Background: an optimization exercise with open tools, aiming at small area. Do not read the settings as production practice.
In this exercise RTL edits were held to simulation tests only and were not proved equivalent to the original.
Power is estimated from default activity; no workload was simulated.

File: flow/design.v
`timescale 1ns / 1ps
module flex_counter #(
    parameter MAX_COUNT = 255,
    parameter WIDTH = 8 
)(
    input wire clk,
    input wire rst,
    input wire cen,     
    output reg maxcnt,  
    output reg [WIDTH-1 : 0] count
);
always @(posedge clk) begin
    if(rst) begin
        count <= 0;
        maxcnt <= 1'b0;
    end else begin
        if(cen) begin
            if(count < MAX_COUNT) begin
                count <= count + 1;
                maxcnt <= 1'b0;
            end else begin
                count <= 0;
                maxcnt <= 1'b1;
            end
        end
    end
end
endmodule
`timescale 1ns / 1ps
module i2c_filter (
    input wire i_clk,
    input wire i_rst,
    input wire i_in,
    output wire o_out
);
reg ff1,ff2,ff3,out_inv;
assign o_out = ~out_inv;
always @(posedge i_clk) begin
    if(i_rst) begin
        ff1 <= 1'b0;
        ff2 <= 1'b0;
        ff3 <= 1'b0;
    end else begin
        ff1 <= ~i_in;
        ff2 <= ff1;
        ff3 <= ff2;
    end
end
always @(posedge i_clk) begin
    if(i_rst) begin
        out_inv <= 1'b0;
    end else begin
        if(ff3 == ff2) out_inv <= ff3;
    end
end
endmodule
`timescale 1ns / 1ps
module i2c_start_generator (
    input wire i_clk,
    input wire i_rst,
    input wire i_tick,
    input wire i_start,
    output reg o_sda,
    output reg o_scl,
    output reg o_done
);
localparam IDLE  = 3'b000;     
localparam STEP1 = 3'b001;     
localparam STEP2 = 3'b010;
localparam STEP3 = 3'b011;
localparam STEP4 = 3'b100;
localparam STEP5 = 3'b101;
reg[2:0] state;
always @(*) begin
    o_done = 1'b0;
    o_scl  = 1'b1;
    o_sda  = 1'b1;
    case(state)
        STEP2:  o_sda = 1'b0;
        STEP3:  begin
                    o_sda = 1'b0;
                    o_scl = 1'b0;
                end
        STEP4:  begin
                    o_sda  = 1'b0;
                    o_scl  = 1'b0;
                    o_done = 1'b1;
                end
        STEP5:  begin
                    o_sda  = 1'b0;
                    o_scl  = 1'b0;
                    o_done = 1'b0;
                end
        default: ;
    endcase
end
always @(posedge i_clk) begin
    if(i_rst) begin
        state  <= IDLE;
    end else begin
        case(state)
            IDLE:   if(i_start) state <= STEP1;
            STEP1:  if(i_tick) state <= STEP2;
            STEP2:  if(i_tick) state <= STEP3;
            STEP3:  if(i_tick) state <= STEP4;
            STEP4:  state <= STEP5;
            STEP5:  state <= IDLE;
            default: state <= IDLE;
        endcase
    end
end
endmodule
`timescale 1ns / 1ps
module i2c_stop_generator (
    input wire i_clk,
    input wire i_rst,
    input wire i_tick,
    input wire i_start,
    output reg o_sda,
    output reg o_scl,
    output reg o_done
);
localparam IDLE  = 3'b000;     
localparam STEP1 = 3'b001;     
localparam STEP2 = 3'b010;
localparam STEP3 = 3'b011;
localparam STEP4 = 3'b100;
localparam STEP5 = 3'b101;
reg[2:0] state;
always @(*) begin
    o_done = 1'b0;
    o_scl  = 1'b0;
    o_sda  = 1'b0;
    case(state)
        STEP2:  begin
                    o_sda = 1'b0;
                    o_scl = 1'b0;
                end
        STEP3:  begin
                    o_sda = 1'b0;
                    o_scl = 1'b1;
                end
        STEP4:  begin
                    o_sda  = 1'b1;
                    o_scl  = 1'b1;
                    o_done = 1'b1;
                end
        STEP5:  begin
                    o_done = 1'b0;
                end
        default: ;
    endcase
end
always @(posedge i_clk) begin
    if(i_rst) begin
        state  <= IDLE;
    end else begin
        case(state)
            IDLE:   if(i_start) state <= STEP1;
            STEP1:  if(i_tick) state <= STEP2;
            STEP2:  if(i_tick) state <= STEP3;
            STEP3:  if(i_tick) state <= STEP4;
            STEP4:  state <= STEP5;
            STEP5:  state <= IDLE;
            default: state <= IDLE;
        endcase
    end
end
endmodule
`timescale 1ns / 1ps
module i2c_tx_byte_controller (
    input wire i_clk,
    input wire i_rst,
    input wire i_tick,
    input wire i_tx_start,
    input wire [7:0] i_tx_data,
    input wire i_scl,
    input wire i_sda,
    output reg o_tx_done,
    output reg o_tx_error,     
    output reg o_sda_disable,  
    output reg o_scl_disable,
    output reg o_sda,
    output reg o_scl
);
localparam integer TOTAL_BITS = 8;
reg [1:0] step;
reg [3:0] state;   
reg [7:0] tx_data;
reg ack_recv;
always @(*) begin
    if(step == 1 || step == 2) begin
        o_scl_disable = 1'b1;
    end else begin
        o_scl_disable = 1'b0;
    end
    if(state == 9) begin
        o_sda_disable = 1'b1;
    end else begin
        o_sda_disable = 1'b0;
    end
end
always @(posedge i_clk) begin
    if(i_rst) begin
        step          <= 0;
        state         <= 0;
        o_sda         <= 1'b0;
        o_scl         <= 1'b0;
        o_tx_done     <= 1'b0;
        o_tx_error    <= 1'b0;
        ack_recv      <= 1'b0;
        tx_data       <= 1'b0;
    end else begin
        if(state == 0) begin
            o_tx_done     <= 1'b0;
            o_tx_error    <= 1'b0;
            o_sda         <= 1'b1;
            o_scl         <= 1'b0;
            ack_recv      <= 1'b0;
            if(i_tx_start) begin
                step     <= 0;
                tx_data  <= i_tx_data << 1;
                state    <= state + 1;
                o_sda    <= i_tx_data[TOTAL_BITS-1];
            end
        end else if(state >= 1 && state <= 8) begin
            if(i_tick) begin
                case(step)
                    2'd0:   begin
                                o_scl <= 1'b1;
                                step <= step + 1;
                            end
                    2'd1:   if(i_scl) step <= step + 1;  
                    2'd2:   begin
                                o_scl <= 1'b0;
                                step <= step + 1;
                            end
                    2'd3:   begin
                                state <= state + 1;
                                step <= step + 1;
                                tx_data <= tx_data << 1;
                                if(state < 8) o_sda <= tx_data[TOTAL_BITS-1];
                            end
                    default: ;
                endcase
            end
        end else if(state == 9) begin  
            if(i_tick) begin
                case(step)
                    2'd0:   begin
                                o_scl <= 1'b1;
                                step <= step + 1;
                            end
                    2'd1:   begin
                                if(i_scl) step <= step + 1;  
                            end
                    2'd2:   begin
                                if(~i_sda) ack_recv <= 1'b1;
                                o_scl <= 1'b0;
                                step <= step + 1;
                            end
                    2'd3:   begin
                                state <= 0;
                                step <= step + 1;
                                if(ack_recv) begin
                                    o_sda <= 1'b1;
                                    o_tx_done <= 1'b1;
                                end else begin
                                    o_tx_error <= 1'b1;
                                end
                            end
                    default: ;
                endcase
            end
        end else begin
            state <= 0;
        end
    end
end
endmodule
`timescale 1ns / 1ps
module i2c_rx_byte_controller (
    input wire i_clk,
    input wire i_rst,
    input wire i_tick,
    input wire i_rx_start,  
    input wire i_scl,
    input wire i_sda,
    input wire i_send_nack,  
    output reg o_rx_done,    
    output reg o_rx_error,    
    output reg o_sda_disable,  
    output reg o_scl_disable,
    output reg o_sda,
    output reg o_scl,
    output reg [7:0] o_rx_data
);
localparam integer TOTAL_BITS = 8;
reg [1:0] step;
reg [3:0] state;   
always @(*) begin
    if(step == 1 || step == 2) begin
        o_scl_disable = 1'b1;
    end else begin
        o_scl_disable = 1'b0;
    end
    if(state == 9) begin
        o_sda_disable = 1'b0;
    end else begin
        o_sda_disable = 1'b1;
    end
end
always @(posedge i_clk) begin
    if(i_rst) begin
        step          <= 0;
        state         <= 0;
        o_sda         <= 1'b0;
        o_scl         <= 1'b0;
        o_rx_done     <= 1'b0;
        o_rx_error    <= 1'b0;
        o_rx_data     <= 0;
    end else begin
        if(state == 0) begin
            o_rx_done     <= 1'b0;
            o_rx_error    <= 1'b0;
            o_sda         <= 1'b1;
            o_scl         <= 1'b0;
            if(i_rx_start) begin
                step     <= 0;
                state    <= state + 1;
            end
        end else if(state >= 1 && state <= 8) begin
            if(i_tick) begin
                case(step)
                    2'd0:   begin
                                o_scl <= 1'b1;
                                step <= step + 1;
                            end
                    2'd1:   if(i_scl) step <= step + 1;  
                    2'd2:   begin
                                o_rx_data <= {o_rx_data[6:0], i_sda};
                                o_scl <= 1'b0;
                                step <= step + 1;
                            end
                    2'd3:   begin
                                state <= state + 1;
                                step <= step + 1;
                            end
                    default: ;
                endcase
            end
        end else if(state == 9) begin  
            if(i_tick) begin
                case(step)
                    2'd0:   begin
                                o_scl <= 1'b1;
                                if(i_send_nack) begin
                                    o_sda <= 1'b1;
                                end else begin
                                    o_sda <= 1'b0;
                                end
                                step <= step + 1;
                            end
                    2'd1:   begin
                                if(i_scl) step <= step + 1;  
                            end
                    2'd2:   begin
                                o_scl <= 1'b0;
                                step <= step + 1;
                            end
                    2'd3:   begin
                                state <= 0;
                                step <= step + 1;
                                o_rx_done <= 1'b1;
                            end
                    default: ;
                endcase
            end
        end else begin
            state <= 0;
        end
    end
end
endmodule
`timescale 1ns / 1ps
module i2c_master #(
    parameter SYS_CLOCK_FREQ_HZ = 100_000_000,   
    parameter FAST_MODE_ENABLED = 0              
)(
    input wire       i_clk,
    input wire       i_rst,
    input wire [9:0] i_slave_addr,        
    input wire [7:0] i_byte_cnt,          
    input wire [3:0] i_control_reg,       
    input wire [3:0] i_mode_reg,          
    input wire [7:0] i_tx_data,           
    output reg        o_rx_data_valid,
    output reg        o_tx_data_needed,   
    output wire [7:0] o_rx_data,
    output reg  [4:0] o_status_reg,       
    output wire o_sda,
    output wire o_sda_oe,
    input  wire i_sda,
    output wire o_scl,
    output wire o_scl_oe,
    input  wire i_scl
);
localparam integer I2C_STANDARD_MODE_FREQ_HZ = 100_000;
localparam integer I2C_FAST_MODE_FREQ_HZ     = 400_000;
localparam integer MODE_FREQ  = (FAST_MODE_ENABLED) ? I2C_FAST_MODE_FREQ_HZ : I2C_STANDARD_MODE_FREQ_HZ;
localparam integer TICK_MAX   = (SYS_CLOCK_FREQ_HZ / (4*MODE_FREQ)) - 1;
localparam integer TICK_WIDTH = $clog2(TICK_MAX + 1);
wire tick;
flex_counter #(.MAX_COUNT(TICK_MAX), .WIDTH(TICK_WIDTH)) tick_generator 
    (.clk(i_clk), .rst(i_rst), .cen(1'b1), .maxcnt(tick), .count());
reg sda;
reg scl;
wire sda_in, scl_in, sda_flt, scl_flt;
assign sda_in = i_sda;
assign scl_in = i_scl;
i2c_filter sda_filter (.i_clk(i_clk), .i_rst(i_rst), .i_in(sda_in), .o_out(sda_flt));
i2c_filter scl_filter (.i_clk(i_clk), .i_rst(i_rst), .i_in(scl_in), .o_out(scl_flt));
localparam [4:0] BUSY_MASK     = 5'b10000;
localparam [4:0] TX_DONE_MASK  = 5'b01000;
localparam [4:0] RX_DONE_MASK  = 5'b00100;
localparam [4:0] TX_ERROR_MASK = 5'b00010;
localparam [4:0] RX_ERROR_MASK = 5'b00001;
localparam IDLE  = 8'd0;
localparam START = 8'd1;
localparam STOP  = 8'd2;
localparam OP_WRITE_7BIT_START    = 8'd3;
localparam OP_WRITE_7BIT_ADDR     = 8'd4;
localparam OP_WRITE_7BIT_DATA     = 8'd5;
localparam OP_WRITE_7BIT_REQ_DATA = 8'd6;
localparam OP_READ_7BIT_START        = 8'd7;
localparam OP_READ_7BIT_DEV_ADDR_1   = 8'd8;
localparam OP_READ_7BIT_DEV_ADDR_2   = 8'd9;
localparam OP_READ_7BIT_REG_ADDR     = 8'd10;
localparam OP_READ_7BIT_REPEAT_START = 8'd11;
localparam OP_READ_7BIT_DATA_1       = 8'd12;
localparam OP_READ_7BIT_DATA_2       = 8'd13;
reg [9:0] slave_addr;
reg [7:0] byte_cnt;
reg [7:0] tx_data;
reg [7:0] state;
reg [3:0] mode_reg;
wire start_trans, clear_status, addr_10bit_mode, read_mode, raw_read;
assign start_trans     = i_control_reg[3];   
assign clear_status    = i_control_reg[2];   
assign addr_10bit_mode = mode_reg[3];        
assign read_mode       = mode_reg[2];        
assign raw_read        = mode_reg[1];        
wire [7:0] addr10_byte1, addr10_byte2, addr10_read;
assign addr10_byte1 = {5'b11110, slave_addr[9:8], 1'b0};
assign addr10_byte2 = slave_addr[7:0];
assign addr10_read  = {5'b11110, slave_addr[9:8], read_mode};
wire tx_ctrl_sda_out, tx_ctrl_scl_out;
wire tx_ctrl_sda_disable, tx_ctrl_scl_disable;
wire tx_ctrl_done, tx_ctrl_error;
reg tx_ctrl_start;
reg [7:0] tx_ctrl_tx_data;
i2c_tx_byte_controller tx_controller (
    .i_clk(i_clk),
    .i_rst(i_rst),
    .i_tick(tick),
    .i_tx_start(tx_ctrl_start),
    .i_tx_data(tx_ctrl_tx_data),
    .i_scl(scl_flt),
    .i_sda(sda_flt),
    .o_tx_done(tx_ctrl_done),
    .o_tx_error(tx_ctrl_error),
    .o_sda_disable(tx_ctrl_sda_disable),
    .o_scl_disable(tx_ctrl_scl_disable),
    .o_sda(tx_ctrl_sda_out),
    .o_scl(tx_ctrl_scl_out)
);
wire rx_ctrl_sda_out, rx_ctrl_scl_out;
wire rx_ctrl_sda_disable, rx_ctrl_scl_disable;
wire rx_ctrl_done, rx_ctrl_error;
reg rx_ctrl_start;
reg rx_ctrl_send_nack;
i2c_rx_byte_controller rx_controller (
    .i_clk(i_clk),
    .i_rst(i_rst),
    .i_tick(tick),
    .i_rx_start(rx_ctrl_start),
    .i_scl(scl_flt),
    .i_sda(sda_flt),
    .i_send_nack(rx_ctrl_send_nack),
    .o_rx_done(rx_ctrl_done),
    .o_rx_error(rx_ctrl_error),
    .o_sda_disable(rx_ctrl_sda_disable),
    .o_scl_disable(rx_ctrl_scl_disable),
    .o_sda(rx_ctrl_sda_out),
    .o_scl(rx_ctrl_scl_out),
    .o_rx_data(o_rx_data)
);
reg start_gen_start;
wire start_gen_sda, start_gen_scl, start_gen_done;
i2c_start_generator start_gen (
    .i_clk(i_clk),
    .i_rst(i_rst),
    .i_tick(tick),
    .i_start(start_gen_start),
    .o_sda(start_gen_sda),
    .o_scl(start_gen_scl),
    .o_done(start_gen_done)
);
reg stop_gen_start;
wire stop_gen_sda, stop_gen_scl, stop_gen_done;
i2c_stop_generator stop_gen (
    .i_clk(i_clk),
    .i_rst(i_rst),
    .i_tick(tick),
    .i_start(stop_gen_start),
    .o_sda(stop_gen_sda),
    .o_scl(stop_gen_scl),
    .o_done(stop_gen_done)
);
wire sda_disable_on_read, scl_disable_on_read;
assign sda_disable_on_read = ((state == OP_READ_7BIT_DATA_1) && rx_ctrl_sda_disable);
assign scl_disable_on_read = ((state == OP_READ_7BIT_DATA_1) && rx_ctrl_scl_disable);
assign o_sda_oe = ((state != IDLE) && ~tx_ctrl_sda_disable && ~sda_disable_on_read);
assign o_scl_oe = ((state != IDLE) && ~tx_ctrl_scl_disable && ~scl_disable_on_read);
assign o_sda    = sda;
assign o_scl    = scl;
always @(*) begin
    sda = 1'b1;
    scl = 1'b1;
    case(state)
        OP_WRITE_7BIT_START,
        OP_READ_7BIT_DATA_2,
        OP_READ_7BIT_START: 
        begin
            sda = 1'b0;
            scl = 1'b0;
        end
        START,
        OP_READ_7BIT_REPEAT_START:
        begin
            sda = start_gen_sda;
            scl = start_gen_scl;
        end
        OP_WRITE_7BIT_ADDR,
        OP_WRITE_7BIT_DATA,
        OP_WRITE_7BIT_REQ_DATA,
        OP_READ_7BIT_DEV_ADDR_1,
        OP_READ_7BIT_DEV_ADDR_2,
        OP_READ_7BIT_REG_ADDR:
        begin
            sda = tx_ctrl_sda_out;
            scl = tx_ctrl_scl_out;
        end
        OP_READ_7BIT_DATA_1:
        begin
            sda = rx_ctrl_sda_out;
            scl = rx_ctrl_scl_out;
        end
        STOP:   
        begin
            sda = stop_gen_sda;
            scl = stop_gen_scl;
        end
        default: ;
    endcase
end
always @(posedge i_clk) begin
    if(state == IDLE && start_trans) begin
        mode_reg   <= i_mode_reg;
        slave_addr <= i_slave_addr;
        tx_data    <= i_tx_data;
    end
end
always @(posedge i_clk) begin
    if(i_rst) begin
        state <= IDLE;
        o_tx_data_needed  <= 1'b0;
        o_rx_data_valid   <= 1'b0;
        start_gen_start   <= 1'b0;
        stop_gen_start    <= 1'b0;
        byte_cnt          <= 0;  
        tx_ctrl_start     <= 1'b0;
        tx_ctrl_tx_data   <= 0;
        o_status_reg      <= 5'b00000;
        rx_ctrl_send_nack <= 1'b0;
        rx_ctrl_start     <= 1'b0;
    end else begin
        case(state)
            IDLE: begin
                o_status_reg[4:2] <= 3'b000;
                o_tx_data_needed <= 1'b0;
                o_rx_data_valid <= 1'b0;
                if(start_trans) begin
                    byte_cnt <= i_byte_cnt;
                    state <= START;
                    start_gen_start <= 1'b1;
                    o_status_reg <= (o_status_reg | BUSY_MASK);
                end
            end
            START: begin
                start_gen_start <= 1'b0;
                if(start_gen_done) begin
                    case({addr_10bit_mode, read_mode})
                        2'b00: state <= OP_WRITE_7BIT_START;   
                        2'b01: state <= OP_READ_7BIT_START;    
                        default: state <= IDLE;
                    endcase
                end
            end
            STOP: begin
                stop_gen_start <= 1'b0;
                if(stop_gen_done) begin
                    state <= IDLE;
                end
            end
            OP_WRITE_7BIT_START: begin  
                tx_ctrl_start   <= 1'b1;
                tx_ctrl_tx_data <= {slave_addr[6:0], 1'b0};
                state           <= OP_WRITE_7BIT_ADDR;
            end
            OP_WRITE_7BIT_ADDR: begin
                tx_ctrl_start <= 1'b0;
                if(tx_ctrl_done) begin
                    tx_ctrl_start <= 1'b1;
                    tx_ctrl_tx_data <= tx_data;
                    byte_cnt <= byte_cnt - 1;
                    state <= OP_WRITE_7BIT_DATA;
                end
                if(tx_ctrl_error) begin
                    state <= STOP;
                    stop_gen_start <= 1'b1;
                    o_status_reg <= o_status_reg | TX_ERROR_MASK;
                end
            end
            OP_WRITE_7BIT_DATA: begin
                tx_ctrl_start <= 1'b0;
                if(tx_ctrl_done) begin
                    if(byte_cnt != 0) begin
                        o_tx_data_needed <= 1'b1;
                        state <= OP_WRITE_7BIT_REQ_DATA;
                    end else begin
                        state <= STOP;
                        stop_gen_start <= 1'b1;
                        o_status_reg <= o_status_reg | TX_DONE_MASK;
                    end
                end
                if(tx_ctrl_error) begin
                    state <= STOP;
                    stop_gen_start <= 1'b1;
                    o_status_reg <= o_status_reg | TX_ERROR_MASK;
                end
            end
            OP_WRITE_7BIT_REQ_DATA: begin
                o_tx_data_needed <= 1'b0;
                tx_ctrl_tx_data <= i_tx_data;
                tx_ctrl_start <= 1'b1;
                byte_cnt <= byte_cnt - 1;
                state <= OP_WRITE_7BIT_DATA;
            end
            OP_READ_7BIT_START: begin
                tx_ctrl_start <= 1'b1;
                if(raw_read) begin
                    tx_ctrl_tx_data <= {slave_addr[6:0], 1'b1};
                end else begin
                    tx_ctrl_tx_data <= {slave_addr[6:0], 1'b0};
                end
                state <= OP_READ_7BIT_DEV_ADDR_1;
            end
            OP_READ_7BIT_DEV_ADDR_1: begin
                tx_ctrl_start <= 1'b0;
                if(tx_ctrl_done) begin
                    if(raw_read) begin
                        if(byte_cnt == 1) begin
                            rx_ctrl_send_nack <= 1'b1;
                        end else begin
                            rx_ctrl_send_nack <= 1'b0;
                        end
                        state <= OP_READ_7BIT_DATA_1;
                        rx_ctrl_start <= 1'b1;
                        byte_cnt <= byte_cnt - 1;
                    end else begin
                        state <= OP_READ_7BIT_REG_ADDR;
                        tx_ctrl_start <= 1'b1;
                        tx_ctrl_tx_data <= tx_data;
                    end
                end
                if(tx_ctrl_error) begin
                    state <= STOP;
                    stop_gen_start <= 1'b1;
                    o_status_reg <= o_status_reg | TX_ERROR_MASK;
                end
            end
            OP_READ_7BIT_REG_ADDR: begin
                tx_ctrl_start <= 1'b0;
                if(tx_ctrl_done) begin
                    state <= OP_READ_7BIT_REPEAT_START;
                    start_gen_start <= 1'b1;
                end
                if(tx_ctrl_error) begin
                    state <= STOP;
                    stop_gen_start <= 1'b1;
                    o_status_reg <= o_status_reg | TX_ERROR_MASK;
                end
            end
            OP_READ_7BIT_REPEAT_START: begin
                start_gen_start <= 1'b0;
                if(start_gen_done) begin
                    tx_ctrl_start <= 1'b1;
                    tx_ctrl_tx_data <= {slave_addr[6:0], 1'b1};
                    state <= OP_READ_7BIT_DEV_ADDR_2;
                end
            end
            OP_READ_7BIT_DEV_ADDR_2: begin
                tx_ctrl_start <= 1'b0;
                if(tx_ctrl_done) begin
                    if(byte_cnt == 1) begin
                        rx_ctrl_send_nack <= 1'b1;
                    end else begin
                        rx_ctrl_send_nack <= 1'b0;
                    end
                    state <= OP_READ_7BIT_DATA_1;
                    rx_ctrl_start <= 1'b1;
                    byte_cnt <= byte_cnt - 1;
                end
                if(tx_ctrl_error) begin
                    state <= STOP;
                    stop_gen_start <= 1'b1;
                    o_status_reg <= o_status_reg | TX_ERROR_MASK;
                end
            end
            OP_READ_7BIT_DATA_1: begin
                rx_ctrl_start <= 1'b0;
                if(rx_ctrl_done) begin
                    o_rx_data_valid <= 1'b1;
                    state <= OP_READ_7BIT_DATA_2;
                end
                if(rx_ctrl_error) begin
                    state <= STOP;
                    o_rx_data_valid <= 1'b0;
                    stop_gen_start <= 1'b1;
                    o_status_reg <= o_status_reg | RX_ERROR_MASK;
                end
            end
            OP_READ_7BIT_DATA_2: begin
                o_rx_data_valid <= 1'b0;
                byte_cnt <= byte_cnt - 1;
                if(byte_cnt != 0) begin
                    rx_ctrl_start <= 1'b1;
                    state <= OP_READ_7BIT_DATA_1;
                    if(byte_cnt == 1) begin
                        rx_ctrl_send_nack <= 1'b1;
                    end else begin
                        rx_ctrl_send_nack <= 1'b0;
                    end
                end else begin
                    state <= STOP;
                    stop_gen_start <= 1'b1;
                    o_status_reg <= o_status_reg | RX_DONE_MASK;
                end
            end
            default: state <= IDLE;
        endcase
    end
end
endmodule
File: flow/run.sh
#!/bin/bash
# synth_recipe.tcl (not shown) runs the flow's synth.tcl, then flattens the netlist and writes it again
# the make line also repeats each setting of config.mk as NAME=value (left out here)
make -C /OpenROAD-flow-scripts/flow DESIGN_CONFIG=/design/flow/config.mk WORK_HOME=/design/flow/orfs CLKGATE_MAP_FILE= SYNTH_SCRIPT=/design/flow/synth_recipe.tcl finish
File: flow/config.mk
export PLATFORM = sky130hd
export DESIGN_NAME = i2c_master
export DESIGN_NICKNAME = i2c_master
export VERILOG_FILES = /design/flow/design.v
export SDC_FILE = /design/flow/constraint.sdc
export NUM_CORES = 4
export LEC_CHECK = 0
export CAP_MARGIN = 20
export CORE_MARGIN = 2
export CORE_UTILIZATION = 40
export SLEW_MARGIN = 20
File: flow/constraint.sdc
create_clock -name core_clock -period 10.0 [get_ports {i_clk}]
set_input_delay 2.0000 -clock core_clock [delete_from_list [all_inputs] [get_ports {i_clk}]]
set_output_delay 2.0000 -clock core_clock [all_outputs]
set_load 0.01 [all_outputs]
==> run notes <==
- PortBufs: 48
- Main synth FF type: dfxtp_1
- Vias/cell: 5.59
- Die ar.: 0.0153 mm²
- Crit Reg-Reg Endpoint: tx_data[5]
- Layout fillers: 1351
- Cell depth of the worst hold path: 1
- Global route overflow: 0
- Syn nets: 703
- Top post-synthesis cells by area: dfxtp_1 (31%), edfxtp_1 (9.5%), nor2_1 (5.7%)
- CTS Buf Count: 9
- RR Startpoint: state[1]
- Clock-pin transition on the worst setup and hold timing paths: 0.07 ns
- Share of cells above drive strength 1: 0.0821
- Sequential element share of the synthesized area: 0.407
- # resized after CTS: 0
- Routed len/inst: 15.5 µm
- Min Tclk post-route: 4.96 ns
- Mapped Cells: 645
- Die Wd: 123 µm
- TritonCTS clock tree: done
- Pwr Density: 209 mW/mm²
- CTS Sinks: 107
- RSZ-0062 raised after global routing: false
- Fin crit share: 0.496
- Syn avg cell area: 8.86 µm²
- Total core area: 0.0139 mm²
- Num ports: 57
- Worst min path class: reg2reg
- Hold Crit Start: scl_filter.ff1
- Clock power frac: 0.258
- FF+latch count, synth: 107
- Switching power: 0.000491 W
- Initial antenna violation count: 0
- Die Y: 123 µm
- Drt drc: 0
- Inst Count DP: 834
- Non-Filler Instances: 850
- Pre-CTS setup slack: 5.49 ns
- Initial Utilization: 0.410
- Mapped Area: 0.00571 mm²
- Type of element capturing the critical path: output pin
- Largest net degree at the start of global routing: 73
- Yosys cell types: 85
- GPL Wtd Cong: 0.855
- GRT Total Usage: 0.178
- Critical path arrival: 2.96 ns
- Synth warn: 7
- First drt pass iteration count: 5
- Area delta synth->final: 14.0%
- Register-to-Register Path Depth: 2
- Worst Tran Pin Value: 1.02 ns
- Fin. max-slew vios: 0
- Setup Viol. Count Final: 0
- Achievable clock frequency: 202 MHz
- Status: complete, no violations
- Setup total negative slack: 0 ns
- Final worst slack: 5.04 ns
- Yosys top cell by area: dfxtp_1
- # diodes: 0
- Finished Core Util: 0.467
- Worst-Skew Late Latency: 0.36 ns
- Startpoint types: flop
- Sequential share of power: 0.400
- Post-cts hold buffer count: 0
- Crit Path Max Fanout: 30
- Max cap viols: 0
- # rows: 43
- Share of power burned in combinational logic: 0.343
- Vias in the first global route: 4437
- Top cell type's share of synthesized area: 0.312
- Hold Vio Cnt, Final: 0
- Skew final: 0.00906 ns
- Critical path class: reg2out
- Normalized max-slew margin: 0.322
- Int Pwr: 0.000867 W
- Leak pwr: 2.28 nW
- Global-route wire length before repair: 21300 µm
- Critical path data required time: 8.00 ns
- Vias: 4749
- Async SR Flop Fraction: 0
- Hold EP: scl_filter.ff2
- Layout Nets: 723
- WL final: 13200 µm
- Iteration-0 DRC Markers: 259
- Maximum clock path buffer count: 2
- Reg2reg setup slack: 7.35 ns
- Postcts setup bufs: 0
- EDFF count, synth: 18
- Sw Ratio: 0.362
- H-Tree Depth: 3
- Post-DRT Antenna Nets: 0
- DP HPWL: 9160 µm
- CTS root buf: clkbuf_16
- Worst IR drop on VDD: 0.109 mV
[cell usage after synthesis (8+ instances only)]
library cell  instances
a211oi_1             17
a21oi_1              42
a31oi_1               8
buf_2                16
clkbuf_1             20
dfxtp_1              89
edfxtp_1             18
ha_1                 20
inv_1                27
mux2i_1              15
nand2_1              47
nand2b_1             15
nand3_1              10
nor2_1               87
nor2b_1              10
nor3_1               12
nor3b_1               8
o21ai_0              23
[per-stage QoR]
stage	power [W]	hold slack [ns]	cell area, µm²
after detailed placement	0.00102	0.428	6220
after global routing	0.00144	0.456	6510
final	0.00136	0.445	6510
after global placement	0.00101	0.430	6220
after floorplan	0.000900	0.414	5710
after CTS	0.00137	0.452	6510
[per-layer routing]
| layer | part of all wire | GRT usage | vias to the layer above |
|---|---|---|---|
| met3 | 0.044 | 0.0461 | 16 |
| met1 | 0.47 | 0.225 | 2270 |
| li1 | - | - | 2368 |
| met2 | 0.47 | 0.292 | 95 |
| met5 | 0 | 0 | - |
| met4 | 0.019 | 0.0682 | 0 |
[how the worst max path moves through the flow]
| stage | start | to | slack [ns] |
|---|---|---|---|
| 5_1_grt | state[1] | o_sda | 4.84 |
| 2_1_floorplan | state[3] | o_sda | 6.46 |
| 3_3_place_gp | state[1] | o_sda | 5.51 |
| 6_report | state[1] | o_sda | 5.04 |
| 3_5_place_dp | state[1] | o_sda | 5.49 |
| 4_1_cts | state[1] | o_sda | 5.08 |
[kinds of logic after synthesis]
kind of cell               count (synthesis)  synth area share
and+or+nand+nor                          240             0.214
DFF                                      107             0.407
other                                      1          0.000657
adders and majority gates                 20            0.0438
muxes                                     21            0.0388
xor gates and xnor gates                   9            0.0138
AOI/OAI and AO/OA                        174             0.223
buffers and inverters                     73            0.0594
[critical path, stage by stage, from the launching register on]
cell and delay, ns:
dfxtp_1 0.64, nor2_1 0.56, o21ai_0 0.23, o31a_1 0.33, o22ai_1 0.15, a21o_1 0.15
clkdlybuf4s50_1 0.54
[power by group through the flow]
stage / registers (W) / clock network (W) / logic, W
2_1_floorplan: 0.000533 / 0 / 0.000367
3_3_place_gp: 0.000549 / 0 / 0.000459
3_5_place_dp: 0.000552 / 0 / 0.000463
4_1_cts: 0.000542 / 0.000363 / 0.000467
5_1_grt: 0.000550 / 0.000379 / 0.000515
6_report: 0.000543 / 0.000350 / 0.000465
[layout by cell type (no fill, tap or decap), types with 3 or more instances in the layout]
master,n
or3b_2,3
ha_1,20
clkdlybuf4s50_1,47
nor3_1,12
and3_1,7
inv_8,3
mux2_2,5
xnor2_1,5
and2_1,6
inv_1,27
a222oi_1,7
o211ai_1,6
nand2b_1,15
o31ai_1,5
o21ai_1,6
a21oi_1,42
a2111oi_2,3
nor2b_1,10
a22oi_1,5
xor2_1,4
nor4_1,7
mux2i_1,15
edfxtp_1,18
o21ai_0,23
nand2_1,47
a21o_1,7
clkbuf_16,9
a211oi_1,17
a31oi_1,8
nand4_1,3
nor3b_1,8
o22ai_1,4
nand3_1,10
buf_4,6
dfxtp_1,89
nand3b_1,5
a311oi_1,7
nor2_1,87
[cell type report]
| class | count | area, µm² | share of cell area |
|---|---|---|---|
| clock buffers | 9 | 225 | 0.0346 |
| clock inverters | 7 | 63.8 | 0.00980 |
| inverters | 28 | 105 | 0.0161 |
| multi-input cells | 465 | 3050 | 0.468 |
| flip-flops and latches | 107 | 2320 | 0.357 |
| well taps | 180 | 225 | 0.0346 |
| repair buffers | 54 | 520 | 0.0799 |

-- separate check: timing with driven ports --
The flow's constraints put no driver on any port. The routed layout listed below was extracted and timed again, unchanged, in two steps. Step 1 sets driving cells, clkbuf_16 on the clock port and buf_2 on the other inputs (assumed; they add their load-dependent delay and slew). Step 2 adds t to the input delays and takes it off the output delays; t is the mean of the earliest and latest rising clock arrival at the registers after step 1. Input paths then give back, and output paths get back, about the clock's delay inside the block. Slacks: no drivers / after step 1 / after step 2; pairs: no drivers / after step 1.
t (ns): 0.396
slack for setup (ns): 5.040 / 5.000 / 5.396
slew at the worst register clock pin (ns): 0.08 / 0.08
worst slew at a driven data input, ns: 0.05
After both steps setup and hold are still met in this run. The setup slack of this run moves by -0.040 ns with the drivers and by +0.356 ns with both steps.
